What follows belongs to an exercise in optimizing a design on an open flow for small area, a short achievable clock period and few clock cycles per item; a production flow would make more cautious choices.
In this exercise RTL edits were held to simulation tests only and were not proved equivalent to the original.
Power figures rest on the tool's default switching activity, not on a simulated workload.

## garnet
Design div_avalon, start of the top module:
module div_avalon
	#(
		parameter W     = 32,
				  CBIT  = 6
	 )
	(
		input wire clk, reset,
		input wire [2:0] div_address,
		input wire div_chipselect,
		input wire div_write,
		input wire [W-1:0] div_writedata,
		output wire [W-1:0] div_readdata,
		output wire div_irq,
		output wire div_rdy
	);
==> flow/config.mk <==
export PLATFORM = sky130hd
export DESIGN_NAME = div_avalon
export DESIGN_NICKNAME = div_avalon
export VERILOG_FILES = /design/flow/design.v
export SDC_FILE = /design/flow/constraint.sdc
export NUM_CORES = 4
export LEC_CHECK = 0
export CAP_MARGIN = 20
export CORE_MARGIN = 2
export CORE_UTILIZATION = 60
export CTS_BUF_LIST = sky130_fd_sc_hd__clkbuf_4 sky130_fd_sc_hd__clkbuf_8
export GPL_TIMING_DRIVEN = 1
export SETUP_SLACK_MARGIN = 1.8
export SLEW_MARGIN = 20
==> flow/constraint.sdc <==
create_clock -name core_clock -period 5.0 [get_ports {clk}]
set_input_delay 1.0000 -clock core_clock [delete_from_list [all_inputs] [get_ports {clk}]]
set_output_delay 1.0000 -clock core_clock [all_outputs]
set_load 0.01 [all_outputs]
standard.sh (not shown) runs the stock make flow with config.mk's settings and CLKGATE_MAP_FILE= SYNTH_SCRIPT=/design/flow/synth_recipe.tcl, a recipe that flattens the netlist after the stock synthesis.
==> flow/flow/run.sh <==
#!/bin/bash
# Standard layout, with the port buffers made from buf_2 cells instead of
# the slow delay-buffer cells buffer_ports picks on its own.
set -euo pipefail
export BUFFER_PORTS_ARGS="-buffer_cell sky130_fd_sc_hd__buf_2"
bash standard.sh > standard.log 2>&1
Testbench counts of garnet, summed over its fixed seeds: cycles 24,255, items 2,048.
Modified inputs, pepper compared to garnet
- setting CTS_CLUSTER_DIAMETER to 60 for the first time
- changing SETUP_SLACK_MARGIN from 1.8 to 1.6
- setting CTS_CLUSTER_SIZE to 30 for the first time
- removing GPL_TIMING_DRIVEN (formerly 1)
[summary]
garnet was larger in final cell area than pepper.
Area added between synthesis and finish: garnet and pepper compared, higher one is garnet
garnet has higher portion of the clock cycle consumed by the worst path in the final layout than pepper.
The inputs of cedar differ from those of pepper as listed below.
- CTS_CLUSTER_DIAMETER: 60 -> unset
- SETUP_SLACK_MARGIN: 1.6 -> 1.4
- CTS_CLUSTER_SIZE: 30 -> unset
[summary]
Re final net count: pepper was higher than cedar. Between pepper and cedar, fraction of power consumed by combinational cells decreased. Re clock network fraction of total power: pepper and cedar aren't equal, and the lower value belongs to cedar. | utilization after layout | lower: cedar |. Arrival time at the worst endpoint was higher in cedar than in pepper. Final period utilization sits higher in cedar than in pepper. When the final numbers for pepper and cedar were put side by side, the fmax turned out to be smaller in cedar. Across both runs, post-DP HPWL was higher for cedar than for pepper. Hold slack was higher in the run labelled pepper. Delta (cedar minus pepper): post-synthesis cell count saw little to no change, sequential fraction of design power saw an increase.
Input changes introduced in amber (baseline for comparison: cedar):
- SETUP_SLACK_MARGIN: 1.4 -> 2.0
==> results.txt <==
- Result: PASS for each of cedar and amber
- In the reports for cedar and amber, the smaller met2 routed wirelength belongs to cedar.
- Measured against amber, the wire length of cedar comes out at 0.918 times the reference value.
- From cedar to amber the numbers moved as follows: average wire per cell in the routed design now sits higher; share of cells above drive strength 1 increased by 6.7 points relative to the old numbers; post-cts resize count picked up an extra 36; count of distinct cell types in the synthesized netlist held.
- Against cedar as the reference, amber delivers a higher signed area change from the synthesized netlist to the final layout.
- Relative to cedar, the aggregate global-route resource usage of amber is higher by 1.9 points.
- As of amber, maximum clock frequency had risen by a little under 10% compared to cedar.
- amber leaves more setup margin than cedar.

* * *

The RTL this note starts from:
==> flow/design.v <==
module div
	#(
		parameter W=32
	 )
	(
		input wire clk, reset, str_trg,
		input wire [W-1:0] dvsr, dvnd,
		input wire [5:0] cd, ca,
		output wire ready,
		output reg done_trg,
		output wire [W-1:0] quo, rmd
	);
	reg        busy_reg;
	reg [4:0]  n_reg;
	reg [W-1:0] r_reg, q_reg, d_reg;
	wire       dz = cd[5];
	wire [5:0] p  = cd - ca;
	wire       imm = dz | (ca > cd);
	reg [W-1:0] G, P, Gn, Pn;
	integer i, s;
	always @*
	begin
		G = r_reg & ~d_reg;
		P = r_reg ^ ~d_reg;
		G[0] = G[0] | P[0];
		P[0] = 1'b0;
		for (s = 1; s < W; s = s * 2)
		begin
			Gn = G; Pn = P;
			for (i = 0; i < W; i = i + 1)
				if (i & s)
				begin
					Gn[i] = G[i] | (P[i] & G[(i & ~(s-1)) - 1]);
					Pn[i] = P[i] & P[(i & ~(s-1)) - 1];
				end
			G = Gn; P = Pn;
		end
	end
	wire [W-1:0] diff = r_reg ^ ~d_reg ^ {G[W-2:0], 1'b1};
	wire       ge = G[W-1];
	wire       last = (n_reg == 0);
	always @(posedge clk, posedge reset)
		if (reset)
			busy_reg <= 1'b0;
		else if (str_trg)
			busy_reg <= ~imm;
		else if (last)
			busy_reg <= 1'b0;
	always @(posedge clk)
	begin
		if (str_trg)
		begin
			n_reg <= p[4:0];
			d_reg <= dvsr << p[4:0];
		end
		else
		begin
			n_reg <= n_reg - 1'b1;
			d_reg <= d_reg >> 1;
		end
		if (str_trg)
			r_reg <= dvnd;
		else if (busy_reg & ge)
			r_reg <= diff;
		if (str_trg)
			q_reg <= {W{dz}};
		else if (busy_reg)
			q_reg <= {q_reg[W-2:0], ge};
	end
	always @*
		done_trg = str_trg ? imm : (busy_reg & last);
	assign ready = ~busy_reg;
	assign quo = q_reg;
	assign rmd = r_reg;
endmodule
module div_avalon
	#(
		parameter W     = 32,
				  CBIT  = 6
	 )
	(
		input wire clk, reset,
		input wire [2:0] div_address,
		input wire div_chipselect,
		input wire div_write,
		input wire [W-1:0] div_writedata,
		output wire [W-1:0] div_readdata,
		output wire div_irq,
		output wire div_rdy
	);
	wire div_start, div_ready, set_done_trg, clr_done_trg;
	reg [W-1:0] dvnd_reg, dvsr_reg;
	reg [5:0] ca_reg, cd_reg;
	reg done_trg_reg;
	wire [W-1:0] quo, rmd;
	wire wr_en, wr_dvnd, wr_dvsr;
	reg [5:0] wclz;
	integer i;
	always @*
	begin
		wclz = 6'd32;
		for (i = 0; i < W; i = i + 1)
			if (div_writedata[i]) wclz = 6'd31 - i[5:0];
	end
	div #(.W(32)) d1
		 ( .clk(clk), .reset(reset), .str_trg(div_start), .dvsr(dvsr_reg), .dvnd(dvnd_reg),
		   .cd(cd_reg), .ca(ca_reg),
		   .ready(div_ready), .done_trg(set_done_trg), .quo(quo), .rmd(rmd));
	always @(posedge clk)
	begin
		if (wr_dvnd)
		begin
			dvnd_reg <= div_writedata;
			ca_reg <= wclz;
		end
		if (wr_dvsr)
		begin
			dvsr_reg <= div_writedata;
			cd_reg <= wclz;
		end
	end
	always @(posedge clk, posedge reset)
		if (reset)
			done_trg_reg <= 1'b0;
		else if (set_done_trg)
			done_trg_reg <= 1'b1;
		else if (clr_done_trg)
			done_trg_reg <= 1'b0;
	assign wr_en = div_write & div_chipselect;
	assign wr_dvnd = (div_address == 3'h0) & wr_en;
	assign wr_dvsr = (div_address == 3'h1) & wr_en;
	assign div_start = (div_address == 3'h2) & wr_en & div_ready;
	assign clr_done_trg = (div_address == 3'h6) & wr_en;
	assign div_readdata = (div_address == 3'h3) ? quo :
						  (div_address == 3'h4) ? rmd :
						  {31'b0, (div_address == 3'h5) ? div_ready : done_trg_reg};
	assign div_rdy = div_ready;
	assign div_irq = done_trg_reg;
endmodule
export LEC_CHECK = 0
export CAP_MARGIN = 20
export CORE_MARGIN = 2
export CORE_UTILIZATION = 50
export CTS_BUF_LIST = sky130_fd_sc_hd__clkbuf_4 sky130_fd_sc_hd__clkbuf_8
export SETUP_SLACK_MARGIN = 1.6
export SLEW_MARGIN = 20
create_clock -name core_clock -period 5.0 [get_ports {clk}]
Scripts as last shown in full above: flow/flow/run.sh
The first run went through all stages and came out clean.
Testbench counts at the start, summed over its fixed seeds: cycles 24,255, items 2,048.
Rerun with:
==> flow/flow/run.sh (replaced) <==
#!/bin/bash
# Standard layout, with the port buffers made from buf_1 cells instead of
# the slow delay-buffer cells buffer_ports picks on its own.
set -euo pipefail
export BUFFER_PORTS_ARGS="-buffer_cell sky130_fd_sc_hd__buf_1"
bash standard.sh > standard.log 2>&1
CORE_UTILIZATION = 60   (was 50)
Result: Final cell count drops by about 3.3%. First-iteration DRC count climbs by about 26%. Total power drops by about 2.7%. Utilization climbs by 12 points. Synthesized cell count is unchanged. Register-to-register slack loses 0.07 ns. Combinational power hardly moves. Sequential cell count does not change. Wire length drops by 0.76%. Sequential power barely changes. Via count climbs by about 3.4%.
Rerun with:
==> flow/run.sh (new file) <==
#!/bin/bash
# synth_recipe.tcl (not shown) runs the flow's synth.tcl, then flattens the netlist and writes it again
# the make line also repeats each setting of config.mk as NAME=value (left out here)
make -C /OpenROAD-flow-scripts/flow DESIGN_CONFIG=/design/flow/config.mk WORK_HOME=/design/flow/orfs CLKGATE_MAP_FILE= SYNTH_SCRIPT=/design/flow/synth_recipe.tcl finish
CORE_UTILIZATION = 70   (was 60)
SETUP_SLACK_MARGIN = 2.0   (was 1.6)
removed: flow/flow/run.sh
removed: flow/standard.sh
=> Worst setup slack gains 0.031 ns. Die area decreases by 14%. First-iteration DRC count increases by 87%.
Rerun with:
==> flow/flow/run.sh (new file) <==
#!/bin/bash
# Standard layout, with the port buffers made from buf_2 cells instead of
# the slow delay-buffer cells buffer_ports picks on its own.
set -euo pipefail
export BUFFER_PORTS_ARGS="-buffer_cell sky130_fd_sc_hd__buf_2"
bash standard.sh > standard.log 2>&1
==> flow/standard.sh (new file) <==
#!/bin/bash
# synth_recipe.tcl (not shown) runs the flow's synth.tcl, then flattens the netlist and writes it again
# the make line also repeats each setting of config.mk as NAME=value (left out here)
make -C /OpenROAD-flow-scripts/flow DESIGN_CONFIG=/design/flow/config.mk WORK_HOME=/design/flow/orfs CLKGATE_MAP_FILE= SYNTH_SCRIPT=/design/flow/synth_recipe.tcl "${@:-finish}"
CORE_UTILIZATION = 60   (was 70)
SETUP_SLACK_MARGIN = 1.6   (was 2.0)
removed: flow/run.sh
Result:
- The changed run finished clean
- setup slack improves by 0.075 ns
- sequential power barely changes
- non-clock buffer count goes down by 33
- clock skew barely changes
- critical path depth drops by 1
- synthesized area stays the same
- cell count stays flat
- cell area goes down by 8.8%

port drivers added, routing unchanged:
The results above use ideal ports. As a check the final layouts listed here were re-extracted and re-timed, cells and wires unchanged.
Step 1 sets driving cells, clkbuf_16 on the clock port and buf_2 on the other inputs (assumed; they add their load-dependent delay and slew).
Step 2 moves the port delays by t, midway between the first and last clock arrival at a register: inputs arrive t later, outputs are due t later. That takes back most of the time a late clock gives input paths.
a / b / c = no drivers / after step 1 / after step 2; a / b = the first two.
run	t, ns	slack for setup (ns)	worst hold slack (ns)	latest minus earliest clock arrival (ns)	slew at the worst register clock pin (ns)
garnet	0.495	1.703 / 1.703 / 1.465	0.373 / 0.356 / 0.470	0.014 / 0.015	0.10 / 0.10
pepper	0.488	1.714 / 1.714 / 1.586	0.386 / 0.373 / 0.472	0.017 / 0.017	0.09 / 0.09
cedar	0.499	1.514 / 1.514 / 1.514	0.376 / 0.355 / 0.480	0.023 / 0.023	0.10 / 0.10
amber	0.504	1.798 / 1.798 / 1.692	0.370 / 0.351 / 0.470	0.015 / 0.015	0.10 / 0.10
the first run of note 2	0.495	1.677 / 1.677 / 1.610	0.366 / 0.346 / 0.466	0.017 / 0.017	0.10 / 0.10
the second run of note 2	0.491	1.608 / 1.608 / 1.555	0.349 / 0.341 / 0.476	0.017 / 0.017	0.10 / 0.10
the third run of note 2	0.528	1.639 / 1.639 / 1.478	0.456 / 0.456 / 0.456	0.018 / 0.018	0.11 / 0.11
the fourth run of note 2	0.488	1.714 / 1.714 / 1.586	0.386 / 0.373 / 0.472	0.017 / 0.017	0.09 / 0.09
After both steps every run listed still meets setup and hold. The setup slack of garnet, which loses most, moves by 0.000 ns with the drivers and by -0.238 ns with both steps.
